What follows belongs to an exercise in optimizing a design on an open flow for small area; a production flow would make more cautious choices. Function was checked by simulation only, so behaviour that the tests miss may differ from the original.

// CORDIC_Rotation_top
module CORDIC_Rotation_top #(
        parameter DATA_WIDTH = 16,
        parameter CORDIC_WIDTH = 22,
        parameter ANGLE_WIDTH = 16,
        parameter CORDIC_STAGES = 16
    ) (
        input clk,
        input nreset,
        input enable_in,
        input angle_microRot_n,
        input signed [DATA_WIDTH-1:0] x_in,
        input signed [DATA_WIDTH-1:0] y_in,
        input signed [ANGLE_WIDTH-1:0] angle_in,
        input [CORDIC_STAGES-1:0] microRot_dir_in,
        input microRot_vld,
        input [1:0] quad_in,
        output signed [DATA_WIDTH-1:0] x_out,
        output signed [DATA_WIDTH-1:0] y_out,
        output output_valid_o,
        output rot_active_o
    );
Size: about 2800 cells after synthesis, roughly 110 I/O pins, about 44000 um^2 of cells after synthesis.
export LEC_CHECK = 0
export CAP_MARGIN = 20
export CORE_MARGIN = 2
export CORE_UTILIZATION = 75
export CTS_BUF_LIST = sky130_fd_sc_hd__clkbuf_8
export CTS_CLUSTER_DIAMETER = 70
export CTS_CLUSTER_SIZE = 16
export PLACE_DENSITY = 0.85
export SLEW_MARGIN = 20
export SYNTH_HIERARCHICAL = 1
create_clock -name core_clock -period 10.0 [get_ports {clk}]
standard.sh (not shown) runs the stock make flow with config.mk's settings and CLKGATE_MAP_FILE= SYNTH_SCRIPT=/design/flow/synth_recipe.tcl, a recipe that flattens the netlist after the stock synthesis.
==> flow/flow/run.sh <==
#!/bin/bash
set -o pipefail
CTS="-sink_clustering_enable -repair_clock_nets -sink_clustering_size 10 -sink_clustering_max_diameter 50 -buf_list sky130_fd_sc_hd__clkbuf_4 -dont_use_dummy_load"
bash standard.sh \
    BUFFER_PORTS_ARGS="-buffer_cell sky130_fd_sc_hd__buf_1" \
    CTS_ARGS="$CTS" \
    RECOVER_POWER=100 \
    POST_GLOBAL_ROUTE_TCL="$PWD/flow/post_grt.tcl" \
    finish > standard_flow.log 2>&1
==> flow/flow/post_grt.tcl <==
# After the power recovery at the end of global routing: repair max slew / max capacitance /
# fanout again (the recovery may have downsized drivers of high-fanout nets such as the
# reset), then re-route the changed nets and rewrite the route guides.
global_route -start_incremental
repair_design_helper
detailed_placement
global_route -end_incremental
estimate_parasitics -global_routing
write_guides $::env(RESULTS_DIR)/route.guide
The starting point passed the timing, DRC and antenna checks.
Change:
==> flow/flow/run.sh (replaced) <==
#!/bin/bash
set -o pipefail
CTS="-sink_clustering_enable -repair_clock_nets -sink_clustering_size 16 -sink_clustering_max_diameter 70 -buf_list sky130_fd_sc_hd__clkbuf_8 -dont_use_dummy_load"
bash standard.sh \
    BUFFER_PORTS_ARGS="-buffer_cell sky130_fd_sc_hd__buf_1" \
    CTS_ARGS="$CTS" \
    RECOVER_POWER=100 \
    POST_GLOBAL_ROUTE_TCL="$PWD/flow/post_grt.tcl" \
    finish > standard_flow.log 2>&1
- CORE_UTILIZATION: 75 -> 80
- PLACE_DENSITY: 0.85 -> 0.88
=>
- The new run completed with no timing, DRC or antenna violations
- non-clock buffer count does not change
- count of clock-buffer cells in the layout is lower by 38
- register-to-register slack improves by 0.06 ns
- hold slack barely changes
Change:
- CORE_UTILIZATION: 80 -> 75
- PLACE_DENSITY: 0.88 -> 0.85
Outcome: Die area went up by 6.6%; non-clock buffer count went up by 2.
Change:
==> flow/flow/run.sh (replaced) <==
#!/bin/bash
set -o pipefail
CTS="-sink_clustering_enable -repair_clock_nets -sink_clustering_size 18 -sink_clustering_max_diameter 70 -buf_list sky130_fd_sc_hd__clkbuf_8 -dont_use_dummy_load"
bash standard.sh \
    BUFFER_PORTS_ARGS="-buffer_cell sky130_fd_sc_hd__buf_1" \
    CTS_ARGS="$CTS" \
    RECOVER_POWER=100 \
    POST_GLOBAL_ROUTE_TCL="$PWD/flow/post_grt.tcl" \
    finish > standard_flow.log 2>&1
=>
- The changed run produced a clean layout
- worst hold slack stays flat
- design area hardly moves
- routed wire length fell by 0.38%


CORDIC_Rotation_top, a different RTL version from the one above (not shown whole).
Size: about 3400 cells after synthesis, about 850 flip-flops.
Settings: LEC_CHECK=0, CAP_MARGIN=20, CORE_MARGIN=2, CORE_UTILIZATION=75, CTS_BUF_LIST=sky130_fd_sc_hd__clkbuf_8, CTS_CLUSTER_DIAMETER=70, CTS_CLUSTER_SIZE=16, PLACE_DENSITY=0.85, SLEW_MARGIN=20; clock period 10.0 ns.
==> flow/flow/run.sh <==
#!/bin/bash
set -o pipefail
CTS="-sink_clustering_enable -repair_clock_nets -sink_clustering_size 16 -sink_clustering_max_diameter 70 -buf_list sky130_fd_sc_hd__clkbuf_8 -dont_use_dummy_load"
bash standard.sh \
    BUFFER_PORTS_ARGS="-buffer_cell sky130_fd_sc_hd__buf_1" \
    CTS_ARGS="$CTS" \
    RECOVER_POWER=100 \
    finish > standard_flow.log 2>&1
The baseline completed and failed the layout checks on capacitance limit, slew limit.
Change:
--- a/flow/flow/run.sh
+++ b/flow/flow/run.sh
@@ -7,2 +7,3 @@
     RECOVER_POWER=100 \
+    POST_GLOBAL_ROUTE_TCL="$PWD/flow/post_grt.tcl" \
     finish > standard_flow.log 2>&1
==> flow/flow/post_grt.tcl (new file) <==
# After the power recovery at the end of global routing: repair max slew / max capacitance /
# fanout again (the recovery may have downsized drivers of high-fanout nets such as the
# reset), then re-route the changed nets and rewrite the route guides.
global_route -start_incremental
repair_design_helper
detailed_placement
global_route -end_incremental
estimate_parasitics -global_routing
write_guides $::env(RESULTS_DIR)/route.guide
With this change the flow went through all stages and came out clean.
Synthesized area stays the same.
Count of clock-buffer cells in the layout does not change.
Setup slack is better by 0.046 ns.
Critical path depth goes up by 3.
Hold slack is about the same.
Wire length barely changes.
Global-route usage is unchanged.
Die area is unchanged.
Flip-flop and latch count is unchanged.
Change:
==> flow/run.sh (new file) <==
#!/bin/bash
# synth_recipe.tcl (not shown) runs the flow's synth.tcl, then flattens the netlist and writes it again
# the make line also repeats each setting of config.mk as NAME=value (left out here)
make -C /OpenROAD-flow-scripts/flow DESIGN_CONFIG=/design/flow/config.mk WORK_HOME=/design/flow/orfs CLKGATE_MAP_FILE= SYNTH_SCRIPT=/design/flow/synth_recipe.tcl finish
Settings changed: CORE_UTILIZATION 75 to 60, PLACE_DENSITY 0.85 to 0.75.
removed: flow/flow/run.sh
removed: flow/flow/post_grt.tcl
removed: flow/standard.sh
What happened: The new run passed the timing, DRC and antenna checks. Routed wire length went down by 6.0%. Sequential share of layout area went down by 1.0 points. Setup slack degrades by 0.19 ns. Global-route usage went down by 6.4 points. Cell area went up by 2.9%. Area after synthesis stays the same. Die area went up by 25%. Critical path depth went down by 1.


old:
Another version of the RTL of CORDIC_Rotation_top (not shown whole).
For scale: roughly 3,100 cells after synthesis, ~110 I/O pins.
==> flow/config.mk <==
export PLATFORM = sky130hd
export DESIGN_NAME = CORDIC_Rotation_top
export DESIGN_NICKNAME = CORDIC_Rotation_top
export VERILOG_FILES = /design/flow/design.v
export SDC_FILE = /design/flow/constraint.sdc
export NUM_CORES = 4
export LEC_CHECK = 0
export CAP_MARGIN = 20
export CORE_MARGIN = 2
export CORE_UTILIZATION = 75
export CTS_BUF_LIST = sky130_fd_sc_hd__clkbuf_8
export CTS_CLUSTER_DIAMETER = 70
export CTS_CLUSTER_SIZE = 16
export GPL_ROUTABILITY_DRIVEN = 0
export GPL_TIMING_DRIVEN = 0
export PLACE_DENSITY = 0.85
export SLEW_MARGIN = 20
export SYNTH_HIERARCHICAL = 1
==> flow/constraint.sdc <==
create_clock -name core_clock -period 10.0 [get_ports {clk}]
set_input_delay 2.0000 -clock core_clock [delete_from_list [all_inputs] [get_ports {clk}]]
set_output_delay 2.0000 -clock core_clock [all_outputs]
set_load 0.01 [all_outputs]
==> flow/flow/run.sh <==
#!/bin/bash
set -o pipefail
CTS="-sink_clustering_enable -repair_clock_nets -sink_clustering_size 16 -sink_clustering_max_diameter 70 -buf_list sky130_fd_sc_hd__clkbuf_8 -dont_use_dummy_load"
bash standard.sh \
    BUFFER_PORTS_ARGS="-buffer_cell sky130_fd_sc_hd__buf_1" \
    CTS_ARGS="$CTS" \
    RECOVER_POWER=100 \
    POST_GLOBAL_ROUTE_TCL="$PWD/flow/post_grt.tcl" \
    finish > standard_flow.log 2>&1
==> flow/flow/post_grt.tcl <==
# After the power recovery at the end of global routing: repair max slew / max capacitance /
# fanout again (the recovery may have downsized drivers of high-fanout nets such as the
# reset), then re-route the changed nets and rewrite the route guides.
global_route -start_incremental
repair_design_helper
detailed_placement
global_route -end_incremental
estimate_parasitics -global_routing
write_guides $::env(RESULTS_DIR)/route.guide
Per the final summary, old finished and its layout is clean on timing, DRC and antenna.
> inputs changed (old -> new)
- GPL_TIMING_DRIVEN removed (was 0)
- GPL_ROUTABILITY_DRIVEN removed (was 0)
==> flow/flow/run.sh <==
#!/bin/bash
set -o pipefail
CTS="-sink_clustering_enable -repair_clock_nets -sink_clustering_size 20 -sink_clustering_max_diameter 70 -buf_list sky130_fd_sc_hd__clkbuf_8 -dont_use_dummy_load"
bash standard.sh \
    BUFFER_PORTS_ARGS="-buffer_cell sky130_fd_sc_hd__buf_1" \
    CTS_ARGS="$CTS" \
    RECOVER_POWER=100 \
    POST_GLOBAL_ROUTE_TCL="$PWD/flow/post_grt.tcl" \
    finish > standard_flow.log 2>&1
[summary]
- Diff old -> new | final critical-path setup slack | increase of 0.018 ns
- The flow did not stop early for old: all stages ran, and the layout cleared the timing, DRC and antenna checks.
- Per the final summary, new finished and its layout is clean on timing, DRC and antenna.
- The standard cells in new occupy less silicon area than those in old do.
- new against old: worst hold slack after final layout decreased 0.0046 ns, routed wire length decreased 1.7%.
- On multi-input gate share of total cell area: new sits above old.
- Cell with the biggest individual delay on the critical path: sky130_fd_sc_hd__xnor2_1 -> new, sky130_fd_sc_hd__fa_1 -> old
- Status: total setup buffers inserted after CTS parity (old, new)


CORDIC_Rotation_top again, from the RTL that the note above started with.
==> flow/config.mk <==
export PLATFORM = sky130hd
export DESIGN_NAME = CORDIC_Rotation_top
export DESIGN_NICKNAME = CORDIC_Rotation_top
export VERILOG_FILES = /design/flow/design.v
export SDC_FILE = /design/flow/constraint.sdc
export NUM_CORES = 4
export LEC_CHECK = 0
export CAP_MARGIN = 20
export CORE_MARGIN = 2
export CORE_UTILIZATION = 85
export CTS_BUF_LIST = sky130_fd_sc_hd__clkbuf_8
export CTS_CLUSTER_DIAMETER = 70
export CTS_CLUSTER_SIZE = 16
export PLACE_DENSITY = 0.92
export SLEW_MARGIN = 20
export SYNTH_HIERARCHICAL = 1
==> flow/constraint.sdc <==
create_clock -name core_clock -period 10.0 [get_ports {clk}]
set_input_delay 2.0000 -clock core_clock [delete_from_list [all_inputs] [get_ports {clk}]]
set_output_delay 2.0000 -clock core_clock [all_outputs]
set_load 0.01 [all_outputs]
==> flow/flow/run.sh <==
#!/bin/bash
set -o pipefail
CTS="-sink_clustering_enable -repair_clock_nets -sink_clustering_size 16 -sink_clustering_max_diameter 70 -buf_list sky130_fd_sc_hd__clkbuf_8 -dont_use_dummy_load"
bash standard.sh \
    BUFFER_PORTS_ARGS="-buffer_cell sky130_fd_sc_hd__buf_1" \
    CTS_ARGS="$CTS" \
    RECOVER_POWER=100 \
    POST_GLOBAL_ROUTE_TCL="$PWD/flow/post_grt.tcl" \
    finish > standard_flow.log 2>&1
Scripts as last shown in full above: flow/flow/post_grt.tcl
Edit:
Settings changed: CORE_UTILIZATION 85 to 75, PLACE_DENSITY 0.92 to 0.85.
What happened:
- The changed run completed with no timing, DRC or antenna violations
- design area is about the same
- cell count grows by 2.2%
- global-route usage is lower by 11 points
- hold slack is better by 0.063 ns
- worst setup slack improved by 0.20 ns
- first-iteration DRC count drops by 47%
- critical path depth goes up by 2
- die area goes up by 13%
- maximum frequency rises by 2.1%
- count of clock-buffer cells in the layout fell by 6
Edit:
==> flow/flow/run.sh (replaced) <==
#!/bin/bash
set -o pipefail
bash standard.sh BUFFER_PORTS_ARGS="-buffer_cell sky130_fd_sc_hd__buf_1" finish > standard_flow.log 2>&1
removed: flow/flow/post_grt.tcl
After rerunning: Core utilization grows by 0.83 points; setup slack improved by 0.11 ns; final cell count is about the same; global-route usage grows by 0.18 points; design area grows slightly; non-clock buffer count shrinks by 2; clock-buffer cell count grows by 1; synthesized area stays the same; routed wire length grows slightly.

## port drivers added, routing unchanged
No port has a modelled driver above. Below, the same layouts with a new extraction and two added sets of constraints. Step 1 (the two cells are an assumption about what drives the block):
set clk [get_ports {clk}]
set_driving_cell -lib_cell sky130_fd_sc_hd__clkbuf_16 $clk
set_driving_cell -lib_cell sky130_fd_sc_hd__buf_2 [delete_from_list [all_inputs] $clk]
Step 2 times the ports against the registers' clock, not the clock port: input delays grow and output delays shrink by t, the midpoint of the rising clock arrivals with the driver on. Slacks: no drivers / after step 1 / after step 2; pairs: no drivers / after step 1.
run	shift t [ns]	setup WS [ns]	clock arrival spread, ns	slew at the worst register clock pin (ns)	pins driven straight from the clock port
the first run of note 1	0.896	0.353 / 0.386 / -0.510	0.094 / 0.094	0.12 / 0.12	1
the second run of note 1	0.751	0.312 / 0.340 / -0.411	0.052 / 0.052	0.10 / 0.10	1
the third run of note 1	0.750	0.418 / 0.451 / -0.299	0.082 / 0.082	0.10 / 0.10	1
the fourth run of note 1	0.726	0.380 / 0.405 / -0.321	0.094 / 0.094	0.12 / 0.12	1
the first run of note 2	0.697	0.430 / 0.462 / -0.234	0.075 / 0.075	0.10 / 0.10	1
the second run of note 2	0.698	0.476 / 0.511 / -0.187	0.075 / 0.076	0.10 / 0.10	1
the third run of note 2	0.730	0.286 / 0.325 / -0.406	0.040 / 0.041	0.10 / 0.10	1
old	0.752	0.244 / 0.278 / -0.475	0.047 / 0.047	0.10 / 0.10	1
new	0.723	0.261 / 0.292 / -0.430	0.074 / 0.073	0.12 / 0.12	1
the first run of note 4	0.732	0.088 / 0.117 / -0.615	0.080 / 0.079	0.12 / 0.12	1
the second run of note 4	0.734	0.292 / 0.324 / -0.410	0.051 / 0.052	0.10 / 0.10	1
the third run of note 4	0.775	0.406 / 0.430 / -0.345	0.048 / 0.048	0.11 / 0.11	1
The setup slack of the first run of note 1, which loses most, moves by +0.033 ns with the drivers and by -0.863 ns with both steps.
